Context: an optimization exercise on an open-source flow, tuned for small area and a short achievable clock period. The choices shown serve that exercise and are no tape-out recipe.
RTL that was checked went through simulation tests only; none was proved equivalent to the original.
Power figures rest on the tool's default switching activity, not on a simulated workload.

==> flow/design.v <==
module pwm_ch (
	input  logic        clk_i,
	input  logic        rst_ni,
	input  logic [1:0]  ctrl_i,    
	input  logic [31:0] div_i,
	input  logic        div_v_i,
	input  logic [31:0] per_i,
	input  logic        per_v_i,
	input  logic [31:0] dc_i,
	input  logic        dc_v_i,
	output logic        pts_o,
	output logic        oe_o
);
	logic [31:0] c1;
	logic        ph;
	logic [31:0] pc;
	function automatic lt32;
		input [31:0] a;
		input [31:0] b;
		reg [31:0] l, e;
		integer i, s;
		begin
			l = ~a & b;
			e = ~(a ^ b);
			for (s = 1; s < 32; s = s * 2)
				for (i = 0; i < 32; i = i + 2 * s) begin
					l[i] = l[i + s] | (e[i + s] & l[i]);
					e[i] = e[i + s] & e[i];
				end
			lt32 = l[0];
		end
	endfunction
	function automatic [31:0] pre32;
		input [31:0] a;
		reg [31:0] p;
		integer i, s;
		begin
			p = {a[30:0], 1'b1};
			for (s = 1; s < 32; s = s * 2)
				for (i = 0; i < 32; i = i + 1)
					if ((i / s) % 2 == 1)
						p[i] = p[i] & p[(i / s) * s - 1];
			pre32 = p;
		end
	endfunction
	wire en    = ctrl_i[1];
	wire match = div_v_i ? (c1 == div_i) : (c1 == 32'd0);
	wire tick  = en & match & ~ph;
	wire wrap  = ~per_v_i | ~lt32(pc, per_i);
	wire below = dc_v_i & lt32(pc, dc_i);
	wire load  = tick & ctrl_i[0];
	wire [31:0] c1_inc = c1 ^ pre32(c1);
	wire [31:0] pc_inc = pc ^ pre32(pc);
	always_ff @(posedge clk_i or negedge rst_ni)
		if (!rst_ni) begin
			c1    <= 32'd1;
			ph    <= 1'b0;
			pc    <= 32'd0;
			pts_o <= 1'b0;
			oe_o  <= 1'b0;
		end else begin
			if (en)
				c1 <= match ? 32'd1 : c1_inc;
			ph    <= ph ^ (en & match);
			if (load)
				pc <= wrap ? 32'd0 : pc_inc;
			if (load)
				pts_o <= below;
			oe_o  <= oe_o | load;
		end
endmodule
module	apb_pwm #(parameter DATA_WIDTH = 32,
                        ADDR_WIDTH = 8)(
	input   logic                   PCLK_i,
	input   logic                   PRST_ni,
	input   logic                   PWRITE_i,
	input   logic [ADDR_WIDTH -1:0] PADDR_i,
	input   logic [DATA_WIDTH -1:0] PWDATA_i,
	input   logic                   PSEL_i,PENABLE_i,
	output  logic [DATA_WIDTH -1:0] PRDATA_o,
	output  logic                   o_pwm_1,
	output  logic                   o_pwm_2,
	output  logic                   oe_pwm1,
	output  logic                   oe_pwm2,
	output  logic                   PSLVERR_o,PREADY_o
);
	wire       hit = (PADDR_i[7:5] == 3'd0) && (PADDR_i[1:0] == 2'd0);
	wire [2:0] idx = PADDR_i[4:2];
	wire       wr  = PSEL_i & PENABLE_i & PWRITE_i & hit;
	wire       rs  = PSEL_i & ~PENABLE_i & ~PWRITE_i & hit;
	wire [7:0] we = {8{wr}} & (8'd1 << idx);
	logic [2:0] ctrl_1, ctrl_2;
	always_ff @(posedge PCLK_i or negedge PRST_ni)
		if (!PRST_ni) begin
			ctrl_1 <= 3'd0;
			ctrl_2 <= 3'd0;
		end else begin
			if (we[0]) ctrl_1 <= PWDATA_i[2:0];
			if (we[4]) ctrl_2 <= PWDATA_i[2:0];
		end
	logic [31:0] div_1, per_1, dc_1, div_2, per_2, dc_2;
	logic [7:0]  v;    
	always_ff @(posedge PCLK_i)
		begin
			if (we[1]) div_1 <= PWDATA_i;
			if (we[2]) per_1 <= PWDATA_i;
			if (we[3]) dc_1  <= PWDATA_i;
			if (we[5]) div_2 <= PWDATA_i;
			if (we[6]) per_2 <= PWDATA_i;
			if (we[7]) dc_2  <= PWDATA_i;
		end
	always_ff @(posedge PCLK_i or negedge PRST_ni)
		if (!PRST_ni)
			v <= 8'd0;
		else
			v <= v | {we[7:5], 1'b0, we[3:1], 1'b0};
	logic [31:0] rdata_d;
	always_comb begin
		rdata_d = 32'd0;
		if (rs)
			case (idx)
				3'd0: rdata_d = {29'd0, ctrl_1};
				3'd1: rdata_d = v[1] ? div_1 : 32'd0;
				3'd2: rdata_d = v[2] ? per_1 : 32'd0;
				3'd3: rdata_d = v[3] ? dc_1  : 32'd0;
				3'd4: rdata_d = {29'd0, ctrl_2};
				3'd5: rdata_d = v[5] ? div_2 : 32'd0;
				3'd6: rdata_d = v[6] ? per_2 : 32'd0;
				3'd7: rdata_d = v[7] ? dc_2  : 32'd0;
			endcase
	end
	always_ff @(posedge PCLK_i or negedge PRST_ni)
		if (!PRST_ni)
			PRDATA_o <= 32'd0;
		else
			PRDATA_o <= rdata_d;
	logic pts_1, pts_2;
	pwm_ch ch1 (.clk_i(PCLK_i), .rst_ni(PRST_ni), .ctrl_i(ctrl_1[1:0]),
		.div_i(div_1), .div_v_i(v[1]), .per_i(per_1), .per_v_i(v[2]),
		.dc_i(dc_1), .dc_v_i(v[3]), .pts_o(pts_1), .oe_o(oe_pwm1));
	pwm_ch ch2 (.clk_i(PCLK_i), .rst_ni(PRST_ni), .ctrl_i(ctrl_2[1:0]),
		.div_i(div_2), .div_v_i(v[5]), .per_i(per_2), .per_v_i(v[6]),
		.dc_i(dc_2), .dc_v_i(v[7]), .pts_o(pts_2), .oe_o(oe_pwm2));
	assign o_pwm_1   = ctrl_1[2] & pts_1;
	assign o_pwm_2   = ctrl_2[2] & pts_2;
	assign PSLVERR_o = 1'b0;
	assign PREADY_o  = 1'b1;
endmodule
clock: 5.0 ns
lec_check: 0
cap_margin: 20
core_margin: 2
core_utilization: 50
cts_buf_list: sky130_fd_sc_hd__clkbuf_16
cts_cluster_diameter: 80
cts_cluster_size: 24
setup_slack_margin: 2.6
slew_margin: 20
tns_end_percent: 0
standard.sh (not shown) runs the stock make flow with config.mk's settings and CLKGATE_MAP_FILE= SYNTH_SCRIPT=/design/flow/synth_recipe.tcl, a recipe that flattens the netlist after the stock synthesis.
==> flow/flow/run.sh <==
#!/bin/bash
# The standard layout (standard.sh) with these changes:
#  - synthesis keeps adders as plain logic for ABC (no adder-cell extraction)
#    and, when flow/abc.script exists, maps with that ABC script instead of
#    ORFS's; registers and their names are those of the standard synthesis
#  - ports get buf_1 buffers (sized later by repair) instead of delay cells
# make's full output goes to standard.log; ORFS's own logs are in orfs/logs.
set -euo pipefail
W=$PWD
args=(ADDER_MAP_FILE= "BUFFER_PORTS_ARGS=-buffer_cell sky130_fd_sc_hd__buf_1" "SYNTH_SCRIPT=$W/flow/my_synth.tcl")
if [[ -f flow/abc.script ]]; then args+=("MY_ABC_SCRIPT=$W/flow/abc.script"); fi
if [[ -f flow/extra.vars ]]; then while read -r l; do [[ -n "$l" ]] && args+=("$l"); done < flow/extra.vars; fi
bash standard.sh "${args[@]}" finish > standard.log 2>&1
==> flow/flow/abc.script <==
strash
dch -f
map
topo
stime -c
==> flow/flow/my_synth.tcl <==
proc synth {args} { yosys synth -nofsm -noshare {*}$args }
proc abc {args} {
  set i [lsearch -exact $args -script]
  if {$i >= 0 && [info exists ::env(MY_ABC_SCRIPT)] && $::env(MY_ABC_SCRIPT) ne ""} {
    lset args [expr {$i + 1}] $::env(MY_ABC_SCRIPT)
  }
  yosys abc {*}$args
}
source $::env(SCRIPTS_DIR)/synth.tcl
# left out here: clear keep_hierarchy, flatten, clean up, hide names made inside functions, write 1_2_yosys.v
==> next run, changes <==
--- a/flow/design.v
+++ b/flow/design.v
@@ -10,4 +10,5 @@
 	input  logic        dc_v_i,
 	output logic        pts_o,
+	output logic        pts_d_o,   
 	output logic        oe_o
 );
@@ -52,4 +53,5 @@
 	wire [31:0] c1_inc = c1 ^ pre32(c1);
 	wire [31:0] pc_inc = pc ^ pre32(pc);
+	assign pts_d_o = load ? below : pts_o;
 	always_ff @(posedge clk_i or negedge rst_ni)
 		if (!rst_ni) begin
@@ -65,6 +67,5 @@
 			if (load)
 				pc <= wrap ? 32'd0 : pc_inc;
-			if (load)
-				pts_o <= below;
+			pts_o <= pts_d_o;
 			oe_o  <= oe_o | load;
 		end
@@ -135,13 +136,21 @@
 		else
 			PRDATA_o <= rdata_d;
-	logic pts_1, pts_2;
+	logic pts_1, pts_2, pts_d_1, pts_d_2;
 	pwm_ch ch1 (.clk_i(PCLK_i), .rst_ni(PRST_ni), .ctrl_i(ctrl_1[1:0]),
 		.div_i(div_1), .div_v_i(v[1]), .per_i(per_1), .per_v_i(v[2]),
-		.dc_i(dc_1), .dc_v_i(v[3]), .pts_o(pts_1), .oe_o(oe_pwm1));
+		.dc_i(dc_1), .dc_v_i(v[3]), .pts_o(pts_1), .pts_d_o(pts_d_1), .oe_o(oe_pwm1));
 	pwm_ch ch2 (.clk_i(PCLK_i), .rst_ni(PRST_ni), .ctrl_i(ctrl_2[1:0]),
 		.div_i(div_2), .div_v_i(v[5]), .per_i(per_2), .per_v_i(v[6]),
-		.dc_i(dc_2), .dc_v_i(v[7]), .pts_o(pts_2), .oe_o(oe_pwm2));
-	assign o_pwm_1   = ctrl_1[2] & pts_1;
-	assign o_pwm_2   = ctrl_2[2] & pts_2;
+		.dc_i(dc_2), .dc_v_i(v[7]), .pts_o(pts_2), .pts_d_o(pts_d_2), .oe_o(oe_pwm2));
+	wire gate_d_1 = we[0] ? PWDATA_i[2] : ctrl_1[2];
+	wire gate_d_2 = we[4] ? PWDATA_i[2] : ctrl_2[2];
+	always_ff @(posedge PCLK_i or negedge PRST_ni)
+		if (!PRST_ni) begin
+			o_pwm_1 <= 1'b0;
+			o_pwm_2 <= 1'b0;
+		end else begin
+			o_pwm_1 <= gate_d_1 & pts_d_1;
+			o_pwm_2 <= gate_d_2 & pts_d_2;
+		end
 	assign PSLVERR_o = 1'b0;
 	assign PREADY_o  = 1'b1;
Cell area decreases by 0.38%. Synthesized cell count increases by 1.0%. Sequential power hardly moves. Die area decreases by 1.0%. Global-route usage decreases by 0.99 points. Utilization increases by 0.99 points. Synthesized area decreases by 1.1%.
For the first run of this note, only the layout was checked, not whether the RTL still works.


// apb_pwm: RTL as listed in full above, without the edits since
export LEC_CHECK = 0
export CAP_MARGIN = 20
export CORE_MARGIN = 2
export CORE_UTILIZATION = 50
export CTS_BUF_LIST = sky130_fd_sc_hd__clkbuf_16
export CTS_CLUSTER_DIAMETER = 80
export CTS_CLUSTER_SIZE = 24
export SETUP_SLACK_MARGIN = 2.6
export SLEW_MARGIN = 20
export TNS_END_PERCENT = 0
create_clock -name core_clock -period 5.0 [get_ports {PCLK_i}]
Scripts as last shown in full above: flow/flow/run.sh, flow/flow/my_synth.tcl
Edit:
--- a/flow/design.v
+++ b/flow/design.v
@@ -10,4 +10,5 @@
 	input  logic        dc_v_i,
 	output logic        pts_o,
+	output logic        pts_d_o,   
 	output logic        oe_o
 );
@@ -52,4 +53,5 @@
 	wire [31:0] c1_inc = c1 ^ pre32(c1);
 	wire [31:0] pc_inc = pc ^ pre32(pc);
+	assign pts_d_o = load ? below : pts_o;
 	always_ff @(posedge clk_i or negedge rst_ni)
 		if (!rst_ni) begin
@@ -65,6 +67,5 @@
 			if (load)
 				pc <= wrap ? 32'd0 : pc_inc;
-			if (load)
-				pts_o <= below;
+			pts_o <= pts_d_o;
 			oe_o  <= oe_o | load;
 		end
@@ -135,13 +136,21 @@
 		else
 			PRDATA_o <= rdata_d;
-	logic pts_1, pts_2;
+	logic pts_1, pts_2, pts_d_1, pts_d_2;
 	pwm_ch ch1 (.clk_i(PCLK_i), .rst_ni(PRST_ni), .ctrl_i(ctrl_1[1:0]),
 		.div_i(div_1), .div_v_i(v[1]), .per_i(per_1), .per_v_i(v[2]),
-		.dc_i(dc_1), .dc_v_i(v[3]), .pts_o(pts_1), .oe_o(oe_pwm1));
+		.dc_i(dc_1), .dc_v_i(v[3]), .pts_o(pts_1), .pts_d_o(pts_d_1), .oe_o(oe_pwm1));
 	pwm_ch ch2 (.clk_i(PCLK_i), .rst_ni(PRST_ni), .ctrl_i(ctrl_2[1:0]),
 		.div_i(div_2), .div_v_i(v[5]), .per_i(per_2), .per_v_i(v[6]),
-		.dc_i(dc_2), .dc_v_i(v[7]), .pts_o(pts_2), .oe_o(oe_pwm2));
-	assign o_pwm_1   = ctrl_1[2] & pts_1;
-	assign o_pwm_2   = ctrl_2[2] & pts_2;
+		.dc_i(dc_2), .dc_v_i(v[7]), .pts_o(pts_2), .pts_d_o(pts_d_2), .oe_o(oe_pwm2));
+	wire gate_d_1 = we[0] ? PWDATA_i[2] : ctrl_1[2];
+	wire gate_d_2 = we[4] ? PWDATA_i[2] : ctrl_2[2];
+	always_ff @(posedge PCLK_i or negedge PRST_ni)
+		if (!PRST_ni) begin
+			o_pwm_1 <= 1'b0;
+			o_pwm_2 <= 1'b0;
+		end else begin
+			o_pwm_1 <= gate_d_1 & pts_d_1;
+			o_pwm_2 <= gate_d_2 & pts_d_2;
+		end
 	assign PSLVERR_o = 1'b0;
 	assign PREADY_o  = 1'b1;
Outcome: The new run finished with timing, DRC and antenna clean; sequential cell count increases by 2; sequential share of layout area came out higher by 0.38 points; design area is about the same; critical path depth grows by 2; sequential power hardly moves.
No functional check of the RTL was part of the first run of this note.


Another version of the RTL of apb_pwm (not shown whole).
Size: roughly 380 flip-flops, roughly 18000 um^2 of cells after synthesis.
==> module pwm_ch, before the edit <==
module pwm_ch (
	input  logic        clk_i,
	input  logic        rst_ni,
	input  logic [1:0]  ctrl_i,    
	input  logic [31:0] div_i,
	input  logic        div_v_i,
	input  logic [31:0] per_i,
	input  logic        per_v_i,
	input  logic [31:0] dc_i,
	input  logic        dc_v_i,
	output logic        pts_o,
	output logic        pts_d_o,   
	output logic        oe_o
);
	logic [31:0] c1;    
	logic        y;     
	logic        ph;
	logic [31:0] pc;    
	logic        z;     
	function automatic lt32;
		input [31:0] a;
		input [31:0] b;
		reg [31:0] l, e;
		integer i, s;
		begin
			l = ~a & b;
			e = ~(a ^ b);
			for (s = 1; s < 32; s = s * 2)
				for (i = 0; i < 32; i = i + 2 * s) begin
					l[i] = l[i + s] | (e[i + s] & l[i]);
					e[i] = e[i + s] & e[i];
				end
			lt32 = l[0];
		end
	endfunction
	function automatic [31:0] pre32;
		input [31:0] a;
		reg [31:0] p;
		integer i, s;
		begin
			p = {a[30:0], 1'b1};
			for (s = 1; s < 32; s = s * 2)
				for (i = 0; i < 32; i = i + 1)
					if ((i / s) % 2 == 1)
						p[i] = p[i] & p[(i / s) * s - 1];
			pre32 = p;
		end
	endfunction
	wire en     = ctrl_i[1];
	wire eq     = div_v_i ? (c1 == div_i) : (c1 == 32'd0);
	wire match  = y ? (div_v_i & (div_i == 32'd1)) : eq;
	wire tick   = en & match & ~ph;
	wire load   = tick & ctrl_i[0];
	wire lt_per = z ? (per_v_i & (per_i != 32'd0)) : (per_v_i & lt32(pc, per_i));
	wire lt_dc  = z ? (dc_v_i & (dc_i != 32'd0)) : (dc_v_i & lt32(pc, dc_i));
	wire [31:0] c1_inc = c1 ^ (pre32(c1) & {32{en}});
	wire [31:0] pc_inc = pc ^ (pre32(pc) & {32{load}});
	assign pts_d_o = load ? lt_dc : pts_o;
	always_ff @(posedge clk_i) begin
		c1 <= y ? 32'd2 : c1_inc;
		pc <= z ? 32'd1 : pc_inc;
	end
	always_ff @(posedge clk_i or negedge rst_ni)
		if (!rst_ni) begin
			y     <= 1'b1;
			ph    <= 1'b0;
			z     <= 1'b1;
			pts_o <= 1'b0;
			oe_o  <= 1'b0;
		end else begin
			if (en)
				y <= match;
			ph    <= ph ^ (en & match);
			if (load)
				z <= ~lt_per;
			pts_o <= pts_d_o;
			oe_o  <= oe_o | load;
		end
endmodule
Settings: LEC_CHECK=0, CAP_MARGIN=20, CORE_MARGIN=2, CORE_UTILIZATION=50, CTS_BUF_LIST=sky130_fd_sc_hd__clkbuf_16, CTS_CLUSTER_DIAMETER=80, CTS_CLUSTER_SIZE=24, SETUP_SLACK_MARGIN=2.6, SLEW_MARGIN=20; clock period 5.0 ns.
Scripts as last shown in full above: flow/flow/run.sh, flow/flow/my_synth.tcl
Then changed:
--- a/flow/design.v
+++ b/flow/design.v
@@ -52,14 +52,16 @@
 	wire tick   = en & match & ~ph;
 	wire load   = tick & ctrl_i[0];
 	wire lt_per = z ? (per_v_i & (per_i != 32'd0)) : (per_v_i & lt32(pc, per_i));
 	wire lt_dc  = z ? (dc_v_i & (dc_i != 32'd0)) : (dc_v_i & lt32(pc, dc_i));
-	wire [31:0] c1_inc = c1 ^ (pre32(c1) & {32{en}});
-	wire [31:0] pc_inc = pc ^ (pre32(pc) & {32{load}});
+	wire [31:0] c1_inc = c1 ^ pre32(c1);
+	wire [31:0] pc_inc = pc ^ pre32(pc);
 	assign pts_d_o = load ? lt_dc : pts_o;
 	always_ff @(posedge clk_i) begin
-		c1 <= y ? 32'd2 : c1_inc;
-		pc <= z ? 32'd1 : pc_inc;
+		if (en)
+			c1 <= y ? 32'd2 : c1_inc;
+		if (load)
+			pc <= z ? 32'd1 : pc_inc;
 	end
 	always_ff @(posedge clk_i or negedge rst_ni)
 		if (!rst_ni) begin
 			y     <= 1'b1;
The new run completed without violations.
Final cell count is higher by about 4%.
Routed wire length came out lower by about 1.6%.
Total power rises by 13%.
Design area is higher by 6.3%.
Critical path depth decreases by 4.
Setup slack improved by 0.88 ns.
Non-clock buffer count went up by 33.
Sequential cell count is unchanged.
Count of clock-buffer cells in the layout falls by 2.
Via count barely changes.
Fmax rose by 34%.
Combinational power rises to 4.4 times its value.
Function was not checked in any run of this note: the RTL went through the layout flow alone.

-- re-timing with driven ports --
In the flow no input, the clock included, has a driving cell. The finished layouts below were timed again as built, in two steps. Step 1: set_driving_cell puts a clkbuf_16 on PCLK_i and a buf_2 on each other input, an assumption about the parent block. Step 2 also shifts input and output timing later by t, the mid clock arrival at the registers, as if the neighbouring blocks saw the same clock. Three values: no drivers, after step 1, after step 2; two values: the first two.
run | t, ns | setup slack, ns | latest minus earliest clock arrival (ns) | pins driven straight from the clock port
the first run of note 1 | 0.627 | 2.456 / 2.440 / 1.868 | 0.023 / 0.022 | 1
the second run of note 1 | 0.629 | 2.598 / 2.598 / 2.048 | 0.030 / 0.030 | 1
the first run of note 2 | 0.615 | 2.033 / 2.071 / 1.456 | 0.027 / 0.027 | 1
the second run of note 2 | 0.613 | 2.302 / 2.302 / 1.859 | 0.032 / 0.033 | 1
the first run of note 3 | 0.629 | 1.504 / 1.504 / 1.504 | 0.025 / 0.026 | 1
the second run of note 3 | 0.629 | 2.387 / 2.387 / 2.046 | 0.023 / 0.023 | 1
After both steps every run listed still meets setup and hold. For the first run of note 1, which loses most, drivers alone change the setup slack by -0.016 ns; drivers and shift together by -0.588 ns.
